Source: an optimization exercise on an open RTL-to-GDS flow (aim: small area, a short achievable clock period and few clock cycles per item). Production flows keep margins and buffers that such runs may drop. Only simulation tests tie the RTL to the original design; equivalence was not proved.

==> flow/design.v <==
module SQRT(
	RST,
	CLK,
	IN_VALID,
	IN,
	OUT_VALID,
	OUT
);
input CLK;
input RST;
input [15:0] IN;
input IN_VALID;
output [11:0] OUT;
output OUT_VALID;
reg OUT_VALID;
reg [13:0] G;       
reg [2:0] L;        
reg [13:0] E;       
reg formP;          
wire idle = ~E[0];
reg [12:0] hot;
reg run;
integer i;
always @(*) begin
	run = 1'b1;
	for (i = 0; i < 13; i = i + 1) begin
		run = run & E[i];
		hot[i] = run & ~E[i+1];
	end
end
wire last = hot[0];
wire [12:0] B = E[13:1];
wire cin = formP | (|L);
wire [14:0] sum = {1'b0, G} + {2'b01, ~B} + {14'd0, cin};
wire acc = sum[14];
wire xbit = L[2] ^ ~(L[1] | L[0]);   
wire inbit = (formP | acc) ? xbit : L[2];
wire [13:0] rem = acc ? sum[13:0] : G;
wire big = (&IN[15:4]) & (|IN[3:0]);
always @(posedge CLK) begin
	if (idle) begin
		G <= big ? 14'd0 : {1'b0, IN[15:3]};
		L <= big ? 3'd0 : IN[2:0];
		formP <= 1'b0;
	end else begin
		G <= {rem[12:0], inbit};
		L <= {L[1:0], 1'b0};
		formP <= formP | acc;
	end
end
always @(posedge CLK) begin
	if (RST)
		E[0] <= 1'b0;
	else if (IN_VALID)
		E[0] <= 1'b1;
	else if (hot[0])
		E[0] <= 1'b0;
	for (i = 1; i < 14; i = i + 1) begin
		if (IN_VALID)
			E[i] <= (i < 12);
		else if (i >= 2 && hot[i-2])
			E[i] <= acc;
		else if (i < 13 && hot[i])
			E[i] <= 1'b0;
	end
end
assign OUT = E[13:2];
always @(posedge CLK) begin
	if (RST)
		OUT_VALID <= 1'b0;
	else
		OUT_VALID <= last;
end
endmodule
==> flow/config.mk <==
export PLATFORM = sky130hd
export DESIGN_NAME = SQRT
export DESIGN_NICKNAME = SQRT
export VERILOG_FILES = /design/flow/design.v
export SDC_FILE = /design/flow/constraint.sdc
export NUM_CORES = 4
export LEC_CHECK = 0
export CAP_MARGIN = 20
export CORE_MARGIN = 2
export CORE_UTILIZATION = 60
export SLEW_MARGIN = 20
==> flow/constraint.sdc <==
create_clock -name core_clock -period 10.0 [get_ports {CLK}]
set_input_delay 2.0000 -clock core_clock [delete_from_list [all_inputs] [get_ports {CLK}]]
set_output_delay 2.0000 -clock core_clock [all_outputs]
set_load 0.01 [all_outputs]
standard.sh (not shown) runs the stock make flow with config.mk's settings and CLKGATE_MAP_FILE= SYNTH_SCRIPT=/design/flow/synth_recipe.tcl, a recipe that flattens the netlist after the stock synthesis.
==> flow/flow/run.sh <==
#!/bin/bash
# Standard layout, except:
# - ABC maps the logic with flow/area.abc (area-oriented) instead of the speed script;
#   everything else in synthesis is the standard script (synth_recipe.tcl), so the
#   registers and their names are the standard synthesis's;
# - the smallest buffer on each input and output port;
# - timing repair aimed at a setup slack well beyond the required 0.
set -euo pipefail
W=$PWD
export BUFFER_PORTS_ARGS="-buffer_cell sky130_fd_sc_hd__buf_1"
export SETUP_SLACK_MARGIN=6.8
export MY_ABC_SCRIPT=$W/flow/area.abc
export FLOW_SYNTH_TCL=$W/synth_recipe.tcl
sed "s#SYNTH_SCRIPT=[^ ]*#SYNTH_SCRIPT=$W/flow/my_synth.tcl#" standard.sh > my_standard.sh
grep -q "SYNTH_SCRIPT=$W/flow/my_synth.tcl" my_standard.sh
bash my_standard.sh > standard_make.log 2>&1
==> flow/flow/area.abc <==
strash
&get -n
&dch -f
&nf -R 1000
&put
topo
==> flow/flow/my_synth.tcl <==
# The standard synthesis, with its ABC mapping script replaced by the one in MY_ABC_SCRIPT.
proc abc {args} {
  set i [lsearch -exact $args -script]
  if { $i >= 0 && [info exists ::env(MY_ABC_SCRIPT)] } {
    set args [lreplace $args [expr {$i + 1}] [expr {$i + 1}] $::env(MY_ABC_SCRIPT)]
  }
  yosys abc {*}$args
}
source $::env(FLOW_SYNTH_TCL)
Testbench counts at the start, summed over its fixed seeds: cycles 41,608, items 3,200.
Change:
--- a/flow/design.v
+++ b/flow/design.v
@@ -17,6 +17,7 @@
 reg [2:0] L;        
 reg [13:0] E;       
 reg formP;          
+reg cin;            
 wire idle = ~E[0];
 reg [12:0] hot;
 reg run;
@@ -30,7 +31,6 @@
 end
 wire last = hot[0];
 wire [12:0] B = E[13:1];
-wire cin = formP | (|L);
 wire [14:0] sum = {1'b0, G} + {2'b01, ~B} + {14'd0, cin};
 wire acc = sum[14];
 wire xbit = L[2] ^ ~(L[1] | L[0]);   
@@ -42,7 +42,9 @@
 		G <= big ? 14'd0 : {1'b0, IN[15:3]};
 		L <= big ? 3'd0 : IN[2:0];
 		formP <= 1'b0;
+		cin <= |IN[2:0];
 	end else begin
+		cin <= formP | acc | (|L[1:0]);
 		G <= {rem[12:0], inbit};
 		L <= {L[1:0], 1'b0};
 		formP <= formP | acc;
The changed run ran to the end with no violations.
First-iteration DRC count goes down by about 33%.
Clock-buffer cell count decreases by 1.
Cell count went down by about 1.6%.
Via count went down by about 1.5%.
Die area grows by 0.49%.
Clock skew hardly moves.
Design area shrinks by 2.6%.
Critical path depth falls by 13.
Testbench counts after the change, summed over its fixed seeds: cycles 41,608, items 3,200.

## what the ideal ports hide
The results above use ideal ports. As a check the final layouts listed here were re-extracted and re-timed, cells and wires unchanged.
Step 1 assumes that a clkbuf_16 drives the clock port and a buf_2 every other input.
Step 2 adds t to the input delays and takes it off the output delays; t is the mean of the earliest and latest rising clock arrival at the registers after step 1. Input paths then give back, and output paths get back, about the clock's delay inside the block.
a / b / c = ideal ports / drivers / drivers and shift; a / b = the first two.
| run | shift t [ns] | setup WS [ns] | slew at the worst register clock pin (ns) | worst data-port slew with drivers (ns) |
|---|---|---|---|---|
| the first run | 0.360 | 6.969 / 6.969 / 6.736 | 0.11 / 0.11 | 0.03 |
| the second run | 0.361 | 7.042 / 7.020 / 6.777 | 0.10 / 0.10 | 0.03 |
After both steps setup and hold are still met in every run listed. The setup slack of the second run, which loses most, moves by -0.022 ns with the drivers and by -0.265 ns with both steps.
